Source: an optimization exercise on an open RTL-to-GDS flow (aim: small area). Production flows keep margins and buffers that such runs may drop. In this exercise RTL edits were held to simulation tests only and were not proved equivalent to the original. Power and IR drop assume default switching activity.

### design.v
module S_AXI_LITE#(
		parameter integer S_AXI_LITE_SIZE = 5,
		parameter integer S_AXI_DATA_SIZE = 32
		)(
		input S_AXI_ACLK,
		input S_AXI_ARESETN,
        input  [ 31 : 0] S_AXI_LITE_ARADDR,
        output S_AXI_LITE_ARREADY,
        input  S_AXI_LITE_ARVALID,
        output S_AXI_LITE_RVALID,
        input  S_AXI_LITE_RREADY,
        output [S_AXI_DATA_SIZE - 1: 0] S_AXI_LITE_RDATA,
        input  [ 31 : 0] S_AXI_LITE_AWADDR,
        output S_AXI_LITE_AWREADY,
        input  S_AXI_LITE_AWVALID,
        input  S_AXI_LITE_WVALID,
        output S_AXI_LITE_WREADY,
        input  [S_AXI_DATA_SIZE - 1: 0] S_AXI_LITE_WDATA,
        output S_AXI_LITE_BVALID,
        input S_AXI_LITE_BREADY
		);
        reg [S_AXI_DATA_SIZE - 1: 0] axi_reg0;
        reg [S_AXI_DATA_SIZE - 1: 0] axi_reg1;
        reg [S_AXI_DATA_SIZE - 1: 0] axi_reg2;
        reg [S_AXI_DATA_SIZE - 1: 0] axi_reg3;
        reg [S_AXI_DATA_SIZE - 1: 0] axi_reg4;
        reg [S_AXI_DATA_SIZE - 1: 0] axi_reg5;
        reg [5:0] written;
        reg [S_AXI_DATA_SIZE - 1: 0] axi_rdata;
        reg awready;
        reg wready;
        reg bvalid;
        reg arready;
        reg rpend;       
        reg axi_rvalid;
        assign S_AXI_LITE_AWREADY = awready;
        assign S_AXI_LITE_WREADY  = wready;
        assign S_AXI_LITE_BVALID  = bvalid;
        assign S_AXI_LITE_ARREADY = arready;
        assign S_AXI_LITE_RVALID  = axi_rvalid;
        assign S_AXI_LITE_RDATA   = axi_rdata;
        wire [4:0] wa = S_AXI_LITE_AWADDR[4:0];
        wire [4:0] ra = S_AXI_LITE_ARADDR[4:0];
        wire rmapped = (ra[1:0] == 2'b00) & ~(ra[4] & ra[3]);
        always @(posedge S_AXI_ACLK) begin
          if (!S_AXI_ARESETN) begin
            bvalid     <= 1'b0;
            awready    <= 1'b0;
            wready     <= 1'b0;
            arready    <= 1'b0;
            rpend      <= 1'b0;
            axi_rvalid <= 1'b0;
          end else begin
            bvalid     <= S_AXI_LITE_BREADY & ~bvalid;
            awready    <= awready ? ~wready : (S_AXI_LITE_AWVALID & S_AXI_LITE_WVALID);
            wready     <= S_AXI_LITE_WVALID & ~wready & awready;
            arready    <= S_AXI_LITE_ARVALID & ~arready;
            rpend      <= arready & S_AXI_LITE_RREADY & rmapped;
            axi_rvalid <= rpend;
          end
        end
        wire wsel = awready & wready & (wa[1:0] == 2'b00);
        wire [5:0] we;
        assign we[0] = wsel & (wa[4:2] == 3'd0);
        assign we[1] = wsel & (wa[4:2] == 3'd1);
        assign we[2] = wsel & (wa[4:2] == 3'd2);
        assign we[3] = wsel & (wa[4:2] == 3'd3);
        assign we[4] = wsel & (wa[4:2] == 3'd4);
        assign we[5] = wsel & (wa[4:2] == 3'd5);
        always @(posedge S_AXI_ACLK)
          if (!S_AXI_ARESETN)
            written <= 6'b0;
          else
            written <= written | we;
        always @(posedge S_AXI_ACLK) if (we[0]) axi_reg0 <= S_AXI_LITE_WDATA;
        always @(posedge S_AXI_ACLK) if (we[1]) axi_reg1 <= S_AXI_LITE_WDATA;
        always @(posedge S_AXI_ACLK) if (we[2]) axi_reg2 <= S_AXI_LITE_WDATA;
        always @(posedge S_AXI_ACLK) if (we[3]) axi_reg3 <= S_AXI_LITE_WDATA;
        always @(posedge S_AXI_ACLK) if (we[4]) axi_reg4 <= S_AXI_LITE_WDATA;
        always @(posedge S_AXI_ACLK) if (we[5]) axi_reg5 <= S_AXI_LITE_WDATA;
        wire [5:0] rs;
        assign rs[0] = arready & written[0] & ~ra[4] & ~ra[3] & ~ra[2];
        assign rs[1] = arready & written[1] & ~ra[4] & ~ra[3] &  ra[2];
        assign rs[2] = arready & written[2] & ~ra[4] &  ra[3] & ~ra[2];
        assign rs[3] = arready & written[3] & ~ra[4] &  ra[3] &  ra[2];
        assign rs[4] = arready & written[4] &  ra[4] & ~ra[2];
        assign rs[5] = arready & written[5] &  ra[4] &  ra[2];
        wire [S_AXI_DATA_SIZE - 1: 0] rdata_d;
        genvar i;
        generate
          for (i = 0; i < S_AXI_DATA_SIZE; i = i + 1) begin : g_rd
            S_AXI_LITE_rbit u_rbit (
              .r({axi_reg5[i], axi_reg4[i], axi_reg3[i], axi_reg2[i], axi_reg1[i], axi_reg0[i]}),
              .s(rs), .h(~arready), .q(axi_rdata[i]), .d(rdata_d[i]));
          end
        endgenerate
        always @(posedge S_AXI_ACLK)
          axi_rdata <= rdata_d;
endmodule
module S_AXI_LITE_rbit (
        input  [5:0] r,
        input  [5:0] s,
        input        h,
        input        q,
        output       d
        );
        assign d = |(r & s) | (h & q);
endmodule
### run.sh
#!/bin/bash
# synth_recipe.tcl (not shown) runs the flow's synth.tcl, then flattens the netlist and writes it again
# the make line also repeats each setting of config.mk as NAME=value (left out here)
make -C /OpenROAD-flow-scripts/flow DESIGN_CONFIG=/design/flow/config.mk WORK_HOME=/design/flow/orfs CLKGATE_MAP_FILE= SYNTH_SCRIPT=/design/flow/synth_recipe.tcl finish
### config.mk
export PLATFORM = sky130hd
export DESIGN_NAME = S_AXI_LITE
export DESIGN_NICKNAME = S_AXI_LITE
export VERILOG_FILES = /design/flow/design.v
export SDC_FILE = /design/flow/constraint.sdc
export NUM_CORES = 4
export LEC_CHECK = 0
export CAP_MARGIN = 20
export CORE_MARGIN = 2
export CORE_UTILIZATION = 40
export SLEW_MARGIN = 20
export SYNTH_HIERARCHICAL = 1
### constraint.sdc
create_clock -name core_clock -period 4.0 [get_ports {S_AXI_ACLK}]
set_input_delay 0.8000 -clock core_clock [delete_from_list [all_inputs] [get_ports {S_AXI_ACLK}]]
set_output_delay 0.8000 -clock core_clock [all_outputs]
set_load 0.01 [all_outputs]
==> results of run 1 <==
-- power groups by stage --
stage / clock, W / sequential (W) / combinational (W)
floorplan: 0 / 0.00271 / 0.0000136
global placement: 0 / 0.00271 / 0.0000981
global route: 0.00238 / 0.00266 / 0.000110
detailed placement: 0 / 0.00271 / 0.000103
finish: 0.00224 / 0.00266 / 0.000103
CTS: 0.00229 / 0.00266 / 0.000103
-- metrics by stage --
| step | util (%) | cell area, um2 | hold WS (ps) | TNS (ps) | instances |
|---|---|---|---|---|---|
| 6_report | 52.2 | 10200 | 432 | 0 | 829 |
| 5_1_grt | 52.2 | 10200 | 438 | 0 | 829 |
| 4_1_cts | 52.2 | 10200 | 433 | 0 | 829 |
| 3_5_place_dp | 48.0 | 9350 | 419 | 0 | 784 |
| 3_3_place_gp | 48.0 | 9350 | 424 | 0 | 784 |
| 2_1_floorplan | - | 7940 | 412 | -48000 | 413 |
-- cell families after synthesis --
logic type,count (synthesis),synth area share (%)
DFF,236,83.7
and+or+nand+nor,69,4.96
buffers and inverters,5,0.346
AOI/OAI and AO/OA,103,11.0
-- per-module statistics from Yosys, one instance, submodules excluded --
| module | cells | flip-flops and latches | copies in the design |
|---|---|---|---|
| S_AXI_LITE | 285 | 236 | 1 |
| S_AXI_LITE_rbit | 4 | 0 | 32 |
-- registers in the layout (all words and copies together) (netlist names), 6 cells and up --
signal and cells:
axi_rdata 32, axi_reg0 32, axi_reg1 32, axi_reg2 32, axi_reg3 32, axi_reg4 32
axi_reg5 32, written 6
-- layer usage --
metal,track usage [%],up-vias
li1,-,2061
met1,21.9,2302
met2,28.5,145
met3,3.18,28
met4,4.36,0
met5,0,-
-- cells in the final DEF, fill, tap and decap left out, types with 4 or more instances in the layout --
cell type / n
clkbuf_16: 25
a22oi_1: 64
clkdlybuf4s50_1: 85
clkbuf_1: 6
nand2_1: 12
nand2b_1: 4
buf_4: 22
o31ai_2: 4
nor3_2: 7
a222oi_1: 32
clkinv_2: 4
dfxtp_1: 44
nand3_1: 32
edfxtp_1: 192
-- how the worst max path moves through the flow --
stage / endpoint / slack [ps] / depth (start not counted)
2_1_floorplan: axi_reg0[0] / -750 / 3
3_3_place_gp: axi_rdata[4] / 1330 / 5
3_5_place_dp: axi_rdata[11] / 1320 / 5
4_1_cts: S_AXI_LITE_ARREADY / 1650 / 1
5_1_grt: S_AXI_LITE_ARREADY / 1620 / 1
6_report: S_AXI_LITE_ARREADY / 1690 / 1
-- final cells by class --
| cell class | instances | area (um2) | share of cell area [%] |
|---|---|---|---|
| well taps | 265 | 332 | 3.27 |
| clock buffers | 31 | 648 | 6.38 |
| flip-flops and latches | 236 | 6650 | 65.5 |
| repair buffers | 108 | 1040 | 10.2 |
| clock inverters | 14 | 155 | 1.53 |
| multi-input cells | 172 | 1320 | 13.0 |
| inverters | 3 | 11.3 | 0.111 |
==> flow_summary.yaml, run 1 <==
worst_setup_path:
  worst-path-buf-inv: 1
  max_stage_delay_ps: 580
  crit_path_top_delay_cell: "clkdlybuf4s50_1"
  crit_family: "buffers and inverters"
  crit_path_cell_trace: "clkdlybuf4s50_1"
  crit_arrival_ps: 1510
  reg2reg_to: "axi_rdata[11]"
  end_kind: "primary output"
  crit_fanout: 6
  critPathKind: "reg -> out"
  worstReg2RegStart: "arready"
  critPathLaunch: "arready"
  r2r_cells: 4
  r2r_slack_ps: 2280
  worst_ep_required_time_ps: 3200
  startpoint_type: "register"
die:
  die_area_mm2: 0.0210
  pin_count: 140
  die_width_um: 145
  core_area_mm2: 0.0195
  start_util_pct: 40.8
  std_cell_rows: 51
  dieHeight_um: 145
final_layout:
  nNetsFinal: 649
  area_delta_synth_final_pct: 27.8
  n_antenna_cell: 0
  fill_cells: 1575
  drive_gt1_share_pct: 13.1
logic_synthesis:
  ys_seq_elements: 236
  synth_flop_cell: "edfxtp_1"
  synth-seq-area-share_pct: 83.7
  synth_top_cells_by_count: "edfxtp_1 (192), a22oi_1 (64), dfxtp_1 (44), a222oi_1 (32), nand3_1 (32)"
  ys_top_cells_by_area: "edfxtp_1 (73%), dfxtp_1 (11%), a22oi_1 (6.0%), a222oi_1 (4.0%), nand3_1 (2.0%)"
  syn_nets: 516
  avgSynthCellArea_um2: 19.2
  synth_async_sr_flop_share_pct: 0
  yosysWarnings: 7
  synth.top_cell.area_share_pct: 72.6
  synth_cell_types: 25
  synth_edf_count: 192
  yosysTopAreaCell: "edfxtp_1"
  synth_area_mm2: 0.00794
  synth_cells: 413
  synth.most_common_cell: "edfxtp_1"
clock_network:
  clock_sinks: 236
  postCtsHoldBufs: 0
  clkLatencyLatePin_ps: 510
  cts_resized: 0
  path_clk_slew_ps: 60
  cts-buffers-inserted: 25
  post_cts_buffers: 0
  clockBufferDepth: 3
  htree_levels: 1
  root_buffer: "clkbuf_16"
  cts_tree: "done"
grt:
  grt_max_degree: 33
  grt_pass1_wl_um: 27200
  grt_pass1_vias: 4803
  overflow: 0
  antenna_found_initial: 0
  grt_use_total_pct: 16.6
sta:
  finClkSkew_ps: 14.0
  worstMarginPinSlew_ps: 794
  max_freq_mhz: 433
  setup_viol: 0
  period_needed_ps: 2310
  worst_slack_ps: 1690
  slew_headroom_pct: 47.0
  drv_slew: 0
  hold_viol: 0
  grt_setup_unrepaired: "false"
  fin_crit_sh_pct: 57.8
drt:
  wl_met1_um: 7440
  firstDrtPassIters: 8
  ant_nets: 0
  post_drt_wl_per_cell_um: 21.4
  viasPerCell: 5.47
  routed_wl_um: 17700
  met2WireLength_um: 8890
  top_layer_used: "met4"
  drtIter0Drc: 369
  vias: 4536
  drc_errors: 0
  wl_met3_um: 1110
worst_hold_path:
  hold_end: "axi_rvalid"
  hold_class: "reg -> reg"
  holdPathStages: 1
  min_from: "rpend"
place:
  io_buffers: 85
  place_ws_ps: 1320
  routabilityCongestion: 0.733
  dp_hpwl_um: 10300
power:
  p_sw_share_pct: 18.9
  pwr-share-seq_pct: 53.1
  p_leak_nw: 3.30
  p_int_w: 0.00405
  total_power_w: 0.00500
  clkPwrFrac_pct: 44.8
  power_density_mw_per_mm2: 492
  vdd_drop_max_mv: 0.319
  p_sw_w: 0.000947
  p_comb_share_pct: 2.1
run_status:
  status: "complete, no violations"
flow_run:
  drv_cap: 0
==> inputs of run 2 (changes only) <==
==> flow/run.sh (new file) <==
#!/bin/bash
# Standard ORFS layout (the standard.sh), with two changes:
#  - every port still gets its own buffer, but the smallest buffer cell
#    (buf_1) instead of the resizer's default pick;
#  - clock tree: larger sink clusters on clkbuf_16 and no dummy loads.
set -euo pipefail
export BUFFER_PORTS_ARGS="-buffer_cell sky130_fd_sc_hd__buf_1"
export CTS_ARGS="-sink_clustering_enable -repair_clock_nets -dont_use_dummy_load -sink_clustering_size 30 -sink_clustering_max_diameter 150 -buf_list sky130_fd_sc_hd__clkbuf_16"
bash standard.sh finish > standard_flow.log 2>&1
==> standard.sh (new file) <==
#!/bin/bash
# synth_recipe.tcl (not shown) runs the flow's synth.tcl, then flattens the netlist and writes it again
# the make line also repeats each setting of config.mk as NAME=value (left out here)
make -C /OpenROAD-flow-scripts/flow DESIGN_CONFIG=/design/flow/config.mk WORK_HOME=/design/flow/orfs CLKGATE_MAP_FILE= SYNTH_SCRIPT=/design/flow/synth_recipe.tcl "${@:-finish}"
removed: run.sh
==> flow_summary.yaml, run 2 <==
run_status:
  status: "complete, no violations"
final_layout:
  final_cells: 793
  nNetsFinal: 633
  area_delta_synth_final_pct: 14.3
  drive_gt1_share_pct: 8.90
  layout_commonest_cell: "edfxtp_1"
  layout_common_cells: "edfxtp_1 (192), buf_1 (85), a22oi_1 (64)"
  n_antenna_cell: 0
sta:
  grt_setup_unrepaired: "false"
  finClkSkew_ps: 8.36
  hold_viol: 0
  drv_slew: 0
  slew_headroom_pct: 43.9
  worst_slack_ps: 1810
  fin_crit_sh_pct: 54.7
  max_freq_mhz: 457
  setup_viol: 0
  worstMarginPinSlew_ps: 841
  period_needed_ps: 2190
drt:
  drtIter0Drc: 370
  post_drt_wl_per_cell_um: 21.3
  drc_errors: 0
  routed_wl_um: 16900
  firstDrtPassIters: 9
  vias: 4397
  ant_nets: 0
  viasPerCell: 5.54
power:
  vdd_drop_max_mv: 0.394
  p_int_w: 0.00317
  p_leak_nw: 2.84
  p_sw_share_pct: 18.4
  pwr-share-seq_pct: 68.4
  p_comb_share_pct: 1.8
  total_power_w: 0.00388
  p_sw_w: 0.000715
  power_density_mw_per_mm2: 427
  clkPwrFrac_pct: 29.9
clock_network:
  clkLatencyLatePin_ps: 460
  htree_levels: 1
  postCtsHoldBufs: 0
  clock_sinks: 236
  cts_resized: 0
  path_clk_slew_ps: 110
  clockBufferDepth: 3
  cts-buffers-inserted: 11
  cts_tree: "done"
  root_buffer: "clkbuf_16"
  post_cts_buffers: 0
die:
  die_area_mm2: 0.0210
  std_cell_rows: 51
  pin_count: 140
  core_area_mm2: 0.0195
  dieHeight_um: 145
  start_util_pct: 40.8
  die_width_um: 145
logic_synthesis:
  synth_async_sr_flop_share_pct: 0
  synth_cell_types: 25
  synth_area_mm2: 0.00794
  ys_seq_elements: 236
  ys_top_cells_by_area: "edfxtp_1 (73%), dfxtp_1 (11%), a22oi_1 (6.0%), a222oi_1 (4.0%), nand3_1 (2.0%)"
  synth_edf_count: 192
  avgSynthCellArea_um2: 19.2
  synth_flop_cell: "edfxtp_1"
  synth_cells: 413
  synth_top_cells_by_count: "edfxtp_1 (192), a22oi_1 (64), dfxtp_1 (44), a222oi_1 (32), nand3_1 (32)"
  synth-seq-area-share_pct: 83.7
  synth.top_cell.area_share_pct: 72.6
  yosysWarnings: 7
  syn_nets: 516
  synth.most_common_cell: "edfxtp_1"
  yosysTopAreaCell: "edfxtp_1"
worst_setup_path:
  crit_arrival_ps: 2600
  crit_path_cell_trace: "buf_1 > nand2b_1 > nor3_4 > buf_4 > a222oi_1 > nand3_1"
  max_stage_delay_ps: 690
  end_kind: "register"
  critPathKind: "in -> reg"
  worst_ep_required_time_ps: 4410
  crit_fanout: 18
  r2r_slack_ps: 1900
  startpoint_type: "input pin"
  crit_path_top_delay_cell: "nor3_4"
place:
  dp_hpwl_um: 10000
  place_ws_ps: 1070
  dp_cells: 782
  io_buffers: 85
  routabilityCongestion: 0.769
grt:
  grt_pass1_wl_um: 25600
  grt_use_total_pct: 15.7
  grt_pass1_vias: 4509
  overflow: 0
  antenna_found_initial: 0
  grt_max_degree: 33
flow_run:
  drv_cap: 0
worst_hold_path:
  hold_class: "reg -> reg"
-- run 2: cell counts after synthesis --
Identical to the previous run, type by type.
-- run 2: kinds of logic (layout without fill, tap and decap cells) --
family / after synthesis / in the layout / synth area share [%]
compound gates: 103 / 103 / 11.0
buf+inv: 5 / 120 / 0.346
flops: 236 / 236 / 83.7
simple gates: 69 / 69 / 4.96
-- run 2: layer usage --
layer  part of all wire (%)  global-route usage, %  vias up  wire length (um)
met5                      0                      0        -                 0
met4                    1.5                   3.17        0               261
met3                    6.8                   2.67       23              1140
met2                     50                   27.5      161              8520
met1                     41                   20.7     2213              6960
li1                       -                      -     2000                 -
-- run 2: modules after synthesis, one instance, submodules excluded --
module | area (um2) | cells inside | flops+latches
S_AXI_LITE | 6980 | 285 | 236
S_AXI_LITE_rbit | 30.0 | 4 | 0
-- run 2: final timing paths --
kind / from / endpoint / depth (start not counted)
worst max-delay path: S_AXI_LITE_ARADDR[4] / axi_rdata[5] / 6
worst min-delay path: rpend / axi_rvalid / 1
worst max register to register: arready / axi_rdata[5] / 5
worst min register to register: rpend / axi_rvalid / 1
-- run 2: layout make-up --
cell class,count,area (um2)
clock buffer,11,275
fill,1645,10400
inverter,3,11.3
multi-input combinational,172,1340
sequential,236,6650
tap,265,332
timing repair buffer,106,477
-- run 2: worst max-delay path: cells and delay by family --
| kind | cells | cell delay [ps] |
|---|---|---|
| AO/OA/AOI/OAI | 1 | 160 |
| AND/OR/NAND/NOR | 3 | 1100 |
| buffers and inverters | 2 | 530 |
-- run 2: per-stage QoR --
| stage | hold WS, ps | utilization, % | TNS (ps) | instance area, um2 |
|---|---|---|---|---|
| 6_report | 442 | 46.6 | 0 | 9080 |
| 3_3_place_gp | 418 | 45.2 | 0 | 8790 |
| 4_1_cts | 445 | 46.6 | 0 | 9070 |
| 2_1_floorplan | 412 | - | -48000 | 7940 |
| 3_5_place_dp | 420 | 45.2 | 0 | 8800 |
| 5_1_grt | 486 | 46.6 | 0 | 9080 |
-- run 2: power groups by stage --
stage / Sequential (W) / Combinational (W) / Clock [W]
after floorplan: 0.00271 / 0.0000136 / 0
after detailed placement: 0.00271 / 0.0000678 / 0
after global routing: 0.00265 / 0.0000754 / 0.00126
after global placement: 0.00271 / 0.0000632 / 0
after CTS: 0.00265 / 0.0000681 / 0.00119
final: 0.00265 / 0.0000682 / 0.00116

[static timing again, ports no longer ideal]
No port has a modelled driver above. Below, the same layouts with a new extraction and two added sets of constraints.
Step 1 assumes that a clkbuf_16 drives the clock port and a buf_2 every other input.
Step 2 moves the port delays by t, midway between the first and last clock arrival at a register: inputs arrive t later, outputs are due t later. That takes back most of the time a late clock gives input paths.
a / b / c = no drivers / after step 1 / after step 2; a / b = the first two.
| run | shift t [ns] | setup slack, ns | worst register clock-pin slew, ns | pins driven straight from the clock port |
|---|---|---|---|---|
| run 1 | 0.542 | 1.689 / 1.647 / 1.281 | 0.06 / 0.06 | 1 |
| run 2 | 0.494 | 1.810 / 1.824 / 1.330 | 0.11 / 0.11 | 1 |
After both steps every run listed still meets setup and hold. For run 2, which loses most, drivers alone change the setup slack by +0.014 ns; drivers and shift together by -0.480 ns.
